Background: an optimization exercise with open tools, aiming at small area, a short achievable clock period and few clock cycles per item. Do not read the settings as production practice.
Where RTL was checked, it was by simulation tests only, not by an equivalence proof against the original.
Power figures rest on the tool's default switching activity, not on a simulated workload.

Setup of run 4:
==> flow/design.v <==
module alu(
        input clk,
        input rst,
        input [2:0] operation,
        input [15:0] srcA_i,
        input [15:0] srcB_i,
        input [15:0] sortNum0_i,
        input [15:0] sortNum1_i,
        input [15:0] sortNum2_i,
        input [15:0] sortNum3_i,
        input [15:0] sortNum4_i,
        input [15:0] sortNum5_i,
        input [15:0] sortNum6_i,
        input [15:0] sortNum7_i,
        input [15:0] sortNum8_i,
        output [15:0] data_o,
        output [15:0] sortNum0_o,
        output [15:0] sortNum1_o,
        output [15:0] sortNum2_o,
        output [15:0] sortNum3_o,
        output [15:0] sortNum4_o,
        output [15:0] sortNum5_o,
        output [15:0] sortNum6_o,
        output [15:0] sortNum7_o,
        output [15:0] sortNum8_o,
        output reg        done
);
localparam [2:0] OP_ADD  = 3'd0;
localparam [2:0] OP_SUB  = 3'd1;
localparam [2:0] OP_MUL  = 3'd2;
localparam [2:0] OP_DIV  = 3'd3;
localparam [2:0] OP_SORT = 3'd4;
wire [15:0] a = srcA_i;
wire [15:0] b = srcB_i;
reg  [3:0]  cnt;
reg  [15:0] H, L, D;
reg  [16:0] D3;
reg         prev;       
reg  [8:0]  cmp;        
reg  [15:0] R;          
reg         fmax, fmin;
reg  [15:0] S [0:8];
assign data_o = {(R[15] & ~fmax) | fmin, (R[14:0] | {15{fmax}}) & ~{15{fmin}}};
assign sortNum0_o = S[0];
assign sortNum1_o = S[1];
assign sortNum2_o = S[2];
assign sortNum3_o = S[3];
assign sortNum4_o = S[4];
assign sortNum5_o = S[5];
assign sortNum6_o = S[6];
assign sortNum7_o = S[7];
assign sortNum8_o = S[8];
wire first = (cnt == 4'd0);
function gt24;
        input [23:0] x;
        input [23:0] y;
        reg   [23:0] g, p;
        reg   [11:0] g1, p1;
        reg   [5:0]  g2, p2;
        reg   [2:0]  g3, p3;
        integer i;
        begin
                g = x & ~y;
                p = x | ~y;
                for (i = 0; i < 12; i = i + 1) begin
                        g1[i] = g[2*i+1] | (p[2*i+1] & g[2*i]);
                        p1[i] = p[2*i+1] & p[2*i];
                end
                for (i = 0; i < 6; i = i + 1) begin
                        g2[i] = g1[2*i+1] | (p1[2*i+1] & g1[2*i]);
                        p2[i] = p1[2*i+1] & p1[2*i];
                end
                for (i = 0; i < 3; i = i + 1) begin
                        g3[i] = g2[2*i+1] | (p2[2*i+1] & g2[2*i]);
                        p3[i] = p2[2*i+1] & p2[2*i];
                end
                gt24 = g3[2] | (p3[2] & (g3[1] | (p3[1] & g3[0])));
        end
endfunction
function [15:0] lor16;
        input [15:0] x;
        integer i;
        begin
                lor16[0] = 1'b0;
                for (i = 1; i < 16; i = i + 1)
                        lor16[i] = lor16[i-1] | x[i-1];
        end
endfunction
wire        is_sub = operation[0];
wire [15:0] as_r   = a + (b ^ {16{is_sub}}) + {15'd0, is_sub};
wire        as_ov  = ~a[15] & (b[15] ^ ~is_sub) & as_r[15];
wire        as_un  =  a[15] & (b[15] ^  is_sub) & ~as_r[15];
wire [15:0] na   = a ^ lor16(a);              
wire [15:0] m1_h = {16{b[0]}} & {na[15], na[15:1]};
wire        e1p = ~L[0] & prev, e1n = L[0] & ~prev;    
wire        e2p = ~L[1] & L[0], e2n = L[1] & ~L[0];    
wire [15:0] y1  = (D & {16{e1p | e1n}}) ^ {16{e1n}};
wire [15:0] y2  = (D & {16{e2p | e2n}}) ^ {16{e2n}};
wire        c1  = e1n;
wire [15:0] ms  = H ^ y1;
wire [15:0] mk  = H & y1;
wire        mt0 = ms[0] & c1;
wire        mo1 = ms[0] ^ c1;                          
wire [15:0] ua  = {1'b0, ms[15:1]};
wire [15:0] ub  = {1'b0, mk[14:0]};
wire [14:0] u14 = {1'b0, ua[13:0]} + {1'b0, ub[13:0]} + {14'd0, mt0};
wire        uc  = u14[14];                             
wire        mf  = (ua[14] | ub[14] | uc) & ~(ua[14] & ub[14] & uc);   
wire [15:0] cs_s = ua ^ ub ^ y2;
wire [15:0] cs_c = (ua & ub) | (ua & y2) | (ub & y2);
wire [15:0] s2r  = cs_s + {cs_c[14:0], mt0} + {15'd0, e2n};
wire [15:0] s2   = {s2r[15] ^ mf, s2r[14:0]};
wire        rnd  = (L[10] & ^L[9:1]) | (L[11] & L[10] & ~^L[9:1]);
wire [4:0]  ql   = L[15:11] + {4'd0, rnd};
wire        c5   = rnd & (&L[15:11]);
wire [10:0] fa_  = H[10:0];
wire [10:0] fb_  = y1[10:0];
wire [10:0] fc_  = {9'd0, c1 & c5, c1 ^ c5};
wire [10:0] qh   = (fa_ ^ fb_ ^ fc_) + {((fa_ & fb_) | (fa_ & fc_) | (fb_ & fc_)), 1'b0};
wire [15:0] mq   = {qh, ql};
wire        sgn  = a[15] ^ b[15];
wire [15:0] am  = a ^ ({16{a[15]}} & lor16(a));      
wire [15:0] bm  = b ^ ({16{b[15]}} & lor16(b));      
wire [15:0] nb  = b ^ {16{b[15]}};
wire [16:0] t3a = {1'b0, nb};
wire [16:0] t3b = {nb, 1'b0};
wire [16:0] t3c = {15'd0, b[15], b[15]};
wire [16:0] bm3 = (t3a ^ t3b ^ t3c) + {((t3a & t3b) | (t3a & t3c) | (t3b & t3c)), 1'b0};
wire        bz    = (b == 16'd0);
wire        b1    = (b == 16'd1) | (b == 16'hffff);
wire        dv_g1 = am[15] & bz;
wire [1:0]  dv_t1 = {am[15], am[14]};
wire        dv_g2 = ((dv_t1 != 2'd0) & bz) | (dv_t1[1] & b1);
wire [1:0]  dv_t2 = (dv_g2 & b1) ? dv_t1 - 2'd1 : dv_t1;
wire [16:0] X    = {H, L[15]};
wire        h_gt = gt24({9'd0, H[14:0]}, {9'd0, D[14:0]});
wire        h_eq = (H[14:0] == D[14:0]);
wire        d_g1 = (H[15] & ~D[15]) | (~(H[15] ^ D[15]) & h_gt);           
wire        d_ms = H[15] & ~D[15] & (h_gt | h_eq);                         
wire        d_ca = gt24({8'd0, X[15:0]}, {8'd0, D});                       
wire        x_gt = gt24({8'd0, X[15:0]}, {8'd0, D3[15:0]});
wire        d_c3 = (X[16] & ~D3[16]) | (~(X[16] ^ D3[16]) & x_gt);         
wire        d_ch = X[16] & ~D3[16] & x_gt;                                 
wire        d_g2 = d_g1 ? (d_ms ? d_ch : d_c3) : d_ca;
wire [14:0] r0   = X[14:0];
wire [14:0] r1   = X[14:0] - D[14:0];
wire [14:0] r2   = X[14:0] - {D[13:0], 1'b0};
wire [14:0] r3   = X[14:0] - D3[14:0];
wire [14:0] rA   = d_g1 ? r2 : r0;
wire [14:0] rB   = d_g1 ? r3 : r1;
wire [14:0] rr   = d_g2 ? rB : rA;
wire [15:0] dq  = {L[13:0], d_g1, d_g2};
wire [15:0] orl = lor16({2'b00, L[13:0]});
wire        glo = d_g1 | d_g2;
wire [15:0] d_res = sgn ? {L[13:0] ^ (orl[13:0] | {14{glo}}), d_g1 ^ d_g2, d_g2} : dq;
wire [15:0] xin [0:8];
assign xin[0] = sortNum0_i;
assign xin[1] = sortNum1_i;
assign xin[2] = sortNum2_i;
assign xin[3] = sortNum3_i;
assign xin[4] = sortNum4_i;
assign xin[5] = sortNum5_i;
assign xin[6] = sortNum6_i;
assign xin[7] = sortNum7_i;
assign xin[8] = sortNum8_i;
reg  [15:0] sel;
integer u;
always @* begin
        sel = 16'd0;
        for (u = 0; u < 9; u = u + 1)
                sel = sel | (xin[u] & {16{cnt == u || (u == 8 && cnt > 8)}});
end
reg [8:0] cmp_n;
integer j;
always @* begin
        for (j = 0; j < 9; j = j + 1)
                cmp_n[j] = gt24({7'd0, sel, 1'b1}, {7'd0, xin[j], ~(j < cnt)});
end
reg [3:0] rank;
integer k;
always @* begin
        rank = 4'd0;
        for (k = 0; k < 9; k = k + 1)
                rank = rank + {3'd0, cmp[k]};
end
wire last = (operation == OP_MUL)  ? (cnt == 4'd8)  :
            (operation == OP_DIV)  ? (cnt == 4'd12) :
            (operation == OP_SORT) ? (cnt == 4'd9)  : 1'b1;
always @(posedge clk or posedge rst) begin
        if (rst) begin
                cnt  <= 4'd0;
                done <= 1'b0;
        end else begin
                cnt  <= last ? 4'd0 : cnt + 4'd1;
                done <= last;
        end
end
always @(posedge clk) begin
        cmp <= cmp_n;
        D3  <= bm3;
        case (operation)
        OP_MUL: begin
                if (first) begin
                        H    <= m1_h;
                        L    <= {a[0] & b[0], b[15:1]};
                        prev <= b[0];
                end else begin
                        H    <= {s2[15], s2[15:1]};
                        L    <= {s2[0], mo1, L[15:2]};
                        prev <= L[1];
                end
                D    <= a;
                R    <= mq;
                fmax <= ~sgn & mq[15];
                fmin <= sgn & ~mq[15];
        end
        OP_DIV: begin
                if (first) begin
                        H <= {13'd0, dv_t2, am[13]};
                        L <= {am[12:0], 1'b0, dv_g1, dv_g2};
                end else begin
                        H <= {rr, L[14]};
                        L <= {L[13:0], d_g1, d_g2};
                end
                prev <= L[1];
                D    <= bm;
                R    <= d_res;
                fmax <= 1'b0;
                fmin <= 1'b0;
        end
        OP_SORT: begin
                H    <= {s2[15], s2[15:1]};
                L    <= {s2[0], mo1, L[15:2]};
                prev <= L[1];
                D    <= sel;
                R    <= as_r;
                fmax <= as_ov;
                fmin <= as_un;
        end
        default: begin
                H    <= {s2[15], s2[15:1]};
                L    <= {s2[0], mo1, L[15:2]};
                prev <= L[1];
                D    <= a;
                R    <= as_r;
                fmax <= as_ov;
                fmin <= as_un;
        end
        endcase
end
integer p;
always @(posedge clk)
        if (operation == OP_SORT && !first)
                for (p = 0; p < 9; p = p + 1)
                        if (rank == p) S[p] <= D;
endmodule
export LEC_CHECK = 0
export CAP_MARGIN = 20
export CELL_PAD_IN_SITES_DETAIL_PLACEMENT = 1
export CELL_PAD_IN_SITES_GLOBAL_PLACEMENT = 2
export CORE_MARGIN = 2
export CORE_UTILIZATION = 25
export PLACE_DENSITY = 0.5
export SETUP_SLACK_MARGIN = 1.0
export SLEW_MARGIN = 20
create_clock -name core_clock -period 5.0 [get_ports {clk}]
run.sh (not shown) runs the stock make flow with config.mk's settings and CLKGATE_MAP_FILE= SYNTH_SCRIPT=/design/flow/synth_recipe.tcl, a recipe that flattens the netlist after the stock synthesis.
Run 4 was carried through to the last stage, and its layout satisfied the timing, DRC and antenna checks.
Here is what was changed in the inputs of run 2 compared with run 4.
--- a/flow/design.v
+++ b/flow/design.v
@@ -93,6 +93,6 @@
 wire [15:0] na   = a ^ lor16(a);              
 wire [15:0] m1_h = {16{b[0]}} & {na[15], na[15:1]};
-wire        e1p = ~L[0] & prev, e1n = L[0] & ~prev;    
-wire        e2p = ~L[1] & L[0], e2n = L[1] & ~L[0];    
+reg         e1p, e1n, e2p, e2n;                        
+wire [2:0]  bq  = first ? b[2:0] : L[3:1];             
 wire [15:0] y1  = (D & {16{e1p | e1n}}) ^ {16{e1n}};
 wire [15:0] y2  = (D & {16{e2p | e2n}}) ^ {16{e2n}};
@@ -104,6 +104,5 @@
 wire [15:0] ua  = {1'b0, ms[15:1]};
 wire [15:0] ub  = {1'b0, mk[14:0]};
-wire [14:0] u14 = {1'b0, ua[13:0]} + {1'b0, ub[13:0]} + {14'd0, mt0};
-wire        uc  = u14[14];                             
+wire        uc  = {ua[13:0], mt0} > {~ub[13:0], 1'b0};   
 wire        mf  = (ua[14] | ub[14] | uc) & ~(ua[14] & ub[14] & uc);   
 wire [15:0] cs_s = ua ^ ub ^ y2;
@@ -134,10 +133,10 @@
 wire [1:0]  dv_t2 = (dv_g2 & b1) ? dv_t1 - 2'd1 : dv_t1;
 wire [16:0] X    = {H, L[15]};
-wire        h_gt = gt24({9'd0, H[14:0]}, {9'd0, D[14:0]});
+wire        h_gt = H[14:0] > D[14:0];
 wire        h_eq = (H[14:0] == D[14:0]);
 wire        d_g1 = (H[15] & ~D[15]) | (~(H[15] ^ D[15]) & h_gt);           
 wire        d_ms = H[15] & ~D[15] & (h_gt | h_eq);                         
-wire        d_ca = gt24({8'd0, X[15:0]}, {8'd0, D});                       
-wire        x_gt = gt24({8'd0, X[15:0]}, {8'd0, D3[15:0]});
+wire        d_ca = X[15:0] > D;
+wire        x_gt = X[15:0] > D3[15:0];
 wire        d_c3 = (X[16] & ~D3[16]) | (~(X[16] ^ D3[16]) & x_gt);         
 wire        d_ch = X[16] & ~D3[16] & x_gt;                                 
@@ -199,4 +198,8 @@
         cmp <= cmp_n;
         D3  <= bm3;
+        e1p <= ~bq[1] & bq[0];
+        e1n <= bq[1] & ~bq[0];
+        e2p <= ~bq[2] & bq[1];
+        e2n <= bq[2] & ~bq[1];
         case (operation)
         OP_MUL: begin
Results
The average size of a mapped cell was comparable across run 4 and run 2.
Run 2 vs run 4: post-route cell area up
Total area of sequential cells delta (run 2 -> run 4): insignificant
Total power of the final layout, run 4 and run 2, higher one = run 4.
When the final numbers for run 4 and run 2 were put side by side, the switching power of the nets turned out to be smaller in run 2.
Against run 4, run 2 comes in 3.7 points higher on clock share of power.
Antenna cell count: run 4 and run 2 compared, lower one is run 4
In the reports for run 4 and run 2, the larger synthesized cell count belongs to run 2.
Detailed route, run 2 vs run 4: via total higher for run 2
Higher wire length was reported by run 2, not run 4.
Critical path depth, run 4 and run 2, higher one = run 2.
No run of this note included a check of the RTL's function; only the layout flow was run.

---

Setup of v6:
Another version of the RTL of alu (not shown whole).
Size: roughly 2200 cells after synthesis, roughly 340 I/O pins, about 0.020 mm^2 of cells after synthesis.
clock: 5.0 ns
lec_check: 0
cap_margin: 20
cell_pad_in_sites_detail_placement: 1
cell_pad_in_sites_global_placement: 2
core_margin: 2
core_utilization: 25
place_density: 0.5
setup_slack_margin: 1.0
slew_margin: 20
standard.sh (not shown) runs the stock make flow with config.mk's settings and CLKGATE_MAP_FILE= SYNTH_SCRIPT=/design/flow/synth_recipe.tcl, a recipe that flattens the netlist after the stock synthesis.
==> flow/flow/run.sh <==
#!/bin/bash
# The standard layout, except that the port buffers are buf_1 cells
# (buffer_ports would otherwise pick its lowest-drive buffer, a delay cell).
export BUFFER_PORTS_ARGS="-buffer_cell sky130_fd_sc_hd__buf_1"
bash standard.sh > standard.log 2>&1
Testbench counts of v6, summed over its fixed seeds: cycles 10,488, items 1,600.
Modified inputs, v7 compared to v6
--- a/flow/design.v
+++ b/flow/design.v
@@ -167,20 +167,20 @@
 assign xin[4] = sortNum4_i;
 assign xin[5] = sortNum5_i;
 assign xin[6] = sortNum6_i;
 assign xin[7] = sortNum7_i;
 assign xin[8] = sortNum8_i;
 reg  [15:0] sel;
 integer u;
 always @* begin
         sel = 16'd0;
-        for (u = 0; u < 8; u = u + 1)
-                sel = sel | (xin[u] & {16{cnt[2:0] == u}});
+        for (u = 0; u < 9; u = u + 1)
+                sel = sel | (xin[u] & {16{cnt == u || (u == 8 && cnt > 8)}});
 end
 reg [8:0] cmp_n;
 integer j;
 always @* begin
         for (j = 0; j < 9; j = j + 1)
                 cmp_n[j] = gt17({sel, 1'b1}, {xin[j], ~(j < cnt)});
 end
 reg [3:0] ga, gb, gc;       
 reg [8:0] slot;
@@ -194,19 +194,19 @@
         slot = 9'd0;
         for (i1 = 0; i1 < 4; i1 = i1 + 1)
                 for (i2 = 0; i2 < 4; i2 = i2 + 1)
                         for (k = 0; k < 4; k = k + 1)
                                 if (i1 + i2 + k < 9)
                                         slot[i1 + i2 + k] = slot[i1 + i2 + k] | (ga[i1] & gb[i2] & gc[k]);
 end
 wire last = (operation == OP_MUL)  ? (cnt == 4'd8)  :
             (operation == OP_DIV)  ? (cnt == 4'd12) :
-            (operation == OP_SORT) ? (cnt == 4'd8)  : 1'b1;
+            (operation == OP_SORT) ? (cnt == 4'd9)  : 1'b1;
 always @(posedge clk or posedge rst) begin
         if (rst) begin
                 cnt  <= 4'd0;
                 done <= 1'b0;
         end else begin
                 cnt  <= last ? 4'd0 : cnt + 4'd1;
                 done <= last;
         end
 end
@@ -261,16 +261,15 @@
                 L    <= {s2[0], mo1, L[15:2]};
                 prev <= L[1];
                 D    <= a;
                 R    <= as_r;
                 fmax <= as_ov;
                 fmin <= as_un;
         end
         endcase
 end
-wire [15:0] sdat = first ? sortNum8_i : D;
 integer p;
 always @(posedge clk)
-        if (operation == OP_SORT)
+        if (operation == OP_SORT && !first)
                 for (p = 0; p < 9; p = p + 1)
-                        if (first | slot[p]) S[p] <= sdat;
+                        if (slot[p]) S[p] <= D;
 endmodule
### Flow results
- v7: PASS, flow complete, no timing, DRC or antenna violations
- Looking at highest routing layer actually used, the met4 result is from v7; the met5 one comes from v6.
- Row total routed wire length on the met1 layer: v7 lower / v6 higher
- Going from v6 to v7, final worst slack has decreased, total CTS buffers went down about 9%, final instance area shows a reduction of about 0.32%, via count of the first global-routing pass fell 676, clock skew down 16 ps.
- Diff v6 -> v7 | final non-filler cell total | down slightly
Testbench counts of v7, summed over its fixed seeds: cycles 10,811, items 1,600.

==> what the ideal ports hide <==
How much do the figures lean on ideal ports? The routed layouts below were timed once more, with nothing changed but the port constraints. Step 1: set_driving_cell puts a clkbuf_16 on clk and a buf_2 on each other input, an assumption about the parent block. Step 2 times the ports against the registers' clock, not the clock port: input delays grow and output delays shrink by t, the midpoint of the rising clock arrivals with the driver on. a / b / c = ideal ports / drivers / drivers and shift; a / b = the first two.
run | shift t [ns] | slack for setup (ns) | hold slack, ns | clock arrival spread, ns
run 4 | 0.623 | 0.720 / 0.720 / 0.421 | 0.576 / 0.576 / 0.576 | 0.036 / 0.037
run 2 | 0.622 | 0.412 / 0.412 / 0.368 | 0.650 / 0.650 / 0.650 | 0.023 / 0.024
v6 | 0.619 | 1.110 / 1.135 / 0.516 | 0.319 / 0.273 / 0.555 | 0.035 / 0.035
v7 | 0.661 | 1.058 / 1.082 / 0.421 | 0.294 / 0.249 / 0.547 | 0.024 / 0.023
After both steps setup and hold are still met in every run listed. The setup slack of v7, which loses most, moves by +0.024 ns with the drivers and by -0.637 ns with both steps.
